What follows belongs to an exercise in optimizing a design on an open flow for small area, a short achievable clock period and few clock cycles per item; a production flow would make more cautious choices.
Only simulation tests tie the RTL to the original design; equivalence was not proved.

Design ntt_bfly, start of the top module:
module ntt_bfly (
    input clk,
    input rst,
    input in_valid,
    input inv,
    input sub,
    input [16:0] a,
    input [16:0] b,
    input [16:0] tf,
    output out_valid,
    output [16:0] p
    );
    reg v0, v1;
    reg inv_q, sub_q;
    reg [16:0] a_q, b_q, tf_q, p_q;
    wire [16:0] p_d;
    always @(posedge clk) begin
        if (rst) begin
            v0 <= 1'b0;
            v1 <= 1'b0;
        end else begin
            v0 <= in_valid;
            v1 <= v0;
        end
        inv_q <= inv;
        sub_q <= sub;
        a_q <= a;
        b_q <= b;
        tf_q <= tf;
        p_q <= p_d;
    end
  ...
For scale: roughly 72 flip-flops, about 0.0096 sq mm of cells after synthesis.
Settings: LEC_CHECK=0, CAP_MARGIN=20, CORE_MARGIN=2, CORE_UTILIZATION=40, CTS_BUF_LIST=sky130_fd_sc_hd__clkbuf_4 sky130_fd_sc_hd__clkbuf_8, GPL_TIMING_DRIVEN=0, SLEW_MARGIN=20, SYNTH_HIERARCHICAL=1; clock period 42.0 ns.
standard.sh (not shown) runs the stock make flow with config.mk's settings and CLKGATE_MAP_FILE= SYNTH_SCRIPT=/design/flow/synth_recipe.tcl, a recipe that flattens the netlist after the stock synthesis.
==> flow/flow/run.sh <==
#!/bin/bash
# Own flow: the standard layout (standard.sh: the standard synthesis and
# steps), except the cells that buffer_ports puts on the ports: buf_2 on each
# output (hook before global placement), buf_1 on each input.  Every port
# still gets a buffer of its own.
set -euo pipefail
here=$(pwd)
printf 'buffer_ports -outputs -buffer_cell sky130_fd_sc_hd__buf_2\n' > "$here/buffer_outputs.tcl"
export PRE_GLOBAL_PLACE_TCL="$here/buffer_outputs.tcl"
export BUFFER_PORTS_ARGS="-inputs -buffer_cell sky130_fd_sc_hd__buf_1"
bash standard.sh finish > standard_make.log 2>&1
Testbench counts at the start, summed over its fixed seeds: cycles 24,008, items 24,000.
Next try:
--- a/flow/flow/run.sh
+++ b/flow/flow/run.sh
@@ -3,3 +3,5 @@
-# steps), except the cells that buffer_ports puts on the ports: buf_2 on each
-# output (hook before global placement), buf_1 on each input.  Every port
-# still gets a buffer of its own.
+# steps), except:
+#  - the cells that buffer_ports puts on the ports: buf_2 on each output
+#    (hook before global placement), buf_1 on each input.  Every port still
+#    gets a buffer of its own.
+#  - clock tree synthesis without dummy load cells.
@@ -10,0 +13 @@
+export CTS_ARGS="-sink_clustering_enable -repair_clock_nets -dont_use_dummy_load"
Settings changed: CTS_BUF_LIST sky130_fd_sc_hd__clkbuf_4 sky130_fd_sc_hd__clkbuf_8 to unset.
=>
- maximum frequency rose slightly
- cell area is about the same
Next try:
--- a/flow/flow/run.sh
+++ b/flow/flow/run.sh
@@ -13 +13 @@
-export CTS_ARGS="-sink_clustering_enable -repair_clock_nets -dont_use_dummy_load"
+export CTS_ARGS="-sink_clustering_enable -repair_clock_nets -dont_use_dummy_load -buf_list sky130_fd_sc_hd__clkbuf_8 -sink_clustering_size 24 -sink_clustering_max_diameter 200"
After rerunning:
- non-clock buffer count is unchanged
- routed wire length rose by 0.51%
- hold slack is about the same
- sequential share of layout area rose by 0.13 points
- cell area fell by 0.93%
- cell count hardly moves
- sequential cell count does not change

* * *

== run a ==
ntt_bfly again, from the RTL that the note above started with.
==> flow/config.mk <==
export PLATFORM = sky130hd
export DESIGN_NAME = ntt_bfly
export DESIGN_NICKNAME = ntt_bfly
export VERILOG_FILES = /design/flow/design.v
export SDC_FILE = /design/flow/constraint.sdc
export NUM_CORES = 4
export LEC_CHECK = 0
export CAP_MARGIN = 20
export CORE_MARGIN = 2
export CORE_UTILIZATION = 40
export GPL_TIMING_DRIVEN = 0
export SLEW_MARGIN = 20
export SYNTH_HIERARCHICAL = 1
==> flow/constraint.sdc <==
create_clock -name core_clock -period 42.0 [get_ports {clk}]
set_input_delay 8.4000 -clock core_clock [delete_from_list [all_inputs] [get_ports {clk}]]
set_output_delay 8.4000 -clock core_clock [all_outputs]
set_load 0.01 [all_outputs]
run.sh (not shown) runs the stock make flow with config.mk's settings and CLKGATE_MAP_FILE= SYNTH_SCRIPT=/design/flow/synth_recipe.tcl, a recipe that flattens the netlist after the stock synthesis.
Stock flow here: none of the scripts above is used.
Per the final summary, run a finished and its layout is clean on timing, DRC and antenna.
Testbench counts of run a, summed over its fixed seeds: cycles 24,008, items 24,000.
Inputs modified between run a and run b:
==> flow/flow/run.sh (new file) <==
#!/bin/bash
# Own flow: the standard layout (standard.sh, unchanged synthesis and
# steps), except that the ports get buf_2 buffers instead of the cell that
# buffer_ports picks by default.  Every port still gets its own buffer.
set -euo pipefail
export BUFFER_PORTS_ARGS="-buffer_cell sky130_fd_sc_hd__buf_2"
bash standard.sh finish > standard_make.log 2>&1
==> flow/standard.sh (new file) <==
#!/bin/bash
# synth_recipe.tcl (not shown) runs the flow's synth.tcl, then flattens the netlist and writes it again
# the make line also repeats each setting of config.mk as NAME=value (left out here)
make -C /OpenROAD-flow-scripts/flow DESIGN_CONFIG=/design/flow/config.mk WORK_HOME=/design/flow/orfs CLKGATE_MAP_FILE= SYNTH_SCRIPT=/design/flow/synth_recipe.tcl "${@:-finish}"
removed: flow/run.sh
--- outcome ---
End point of the critical path: p[13] -> run b, p[4] -> run a
The transition time at the pin with the least slew margin of run b is higher than that of run a.
On multi-input logic portion of the cell area: between run b and run a, it ends up lower for run a.
Run a → run b: non-clock buffering overhead in the final layout moved down, global-route usage now smaller, worst setup slack increased by 430 ps relative to the old numbers, wire length fell 230 um, post-route core utilization went down.
Going from run a to run b, maximum frequency now sits higher.
On run b: footprint of the multi-input gates is about 0.44% lower than what run a gave.

what the ideal ports hide:
The results above use ideal ports. As a check the final layouts listed here were re-extracted and re-timed, cells and wires unchanged. Step 1: set_driving_cell puts a clkbuf_16 on clk and a buf_2 on each other input, an assumption about the parent block. Step 2 moves the port delays by t, midway between the first and last clock arrival at a register: inputs arrive t later, outputs are due t later. That takes back most of the time a late clock gives input paths. Three values: ideal ports, drivers, drivers and shift; two values: the first two.
run | t, ns | setup WS [ns] | hold WS [ns] | worst data-port slew with drivers (ns) | cell pins on the clock port's net
the first run of note 1 | 0.416 | 32.797 / 32.755 / 33.172 | 0.450 / 0.450 / 0.450 | 0.03 | 1
the second run of note 1 | 0.387 | 32.844 / 32.797 / 33.184 | 0.449 / 0.449 / 0.449 | 0.03 | 1
the third run of note 1 | 0.405 | 32.811 / 32.770 / 33.175 | 0.450 / 0.450 / 0.450 | 0.03 | 1
run a | 0.390 | 32.403 / 32.354 / 32.744 | 0.458 / 0.458 / 0.458 | 0.03 | 1
run b | 0.387 | 32.837 / 32.791 / 33.178 | 0.451 / 0.451 / 0.451 | 0.03 | 1
After both steps setup and hold are still met in every run listed.
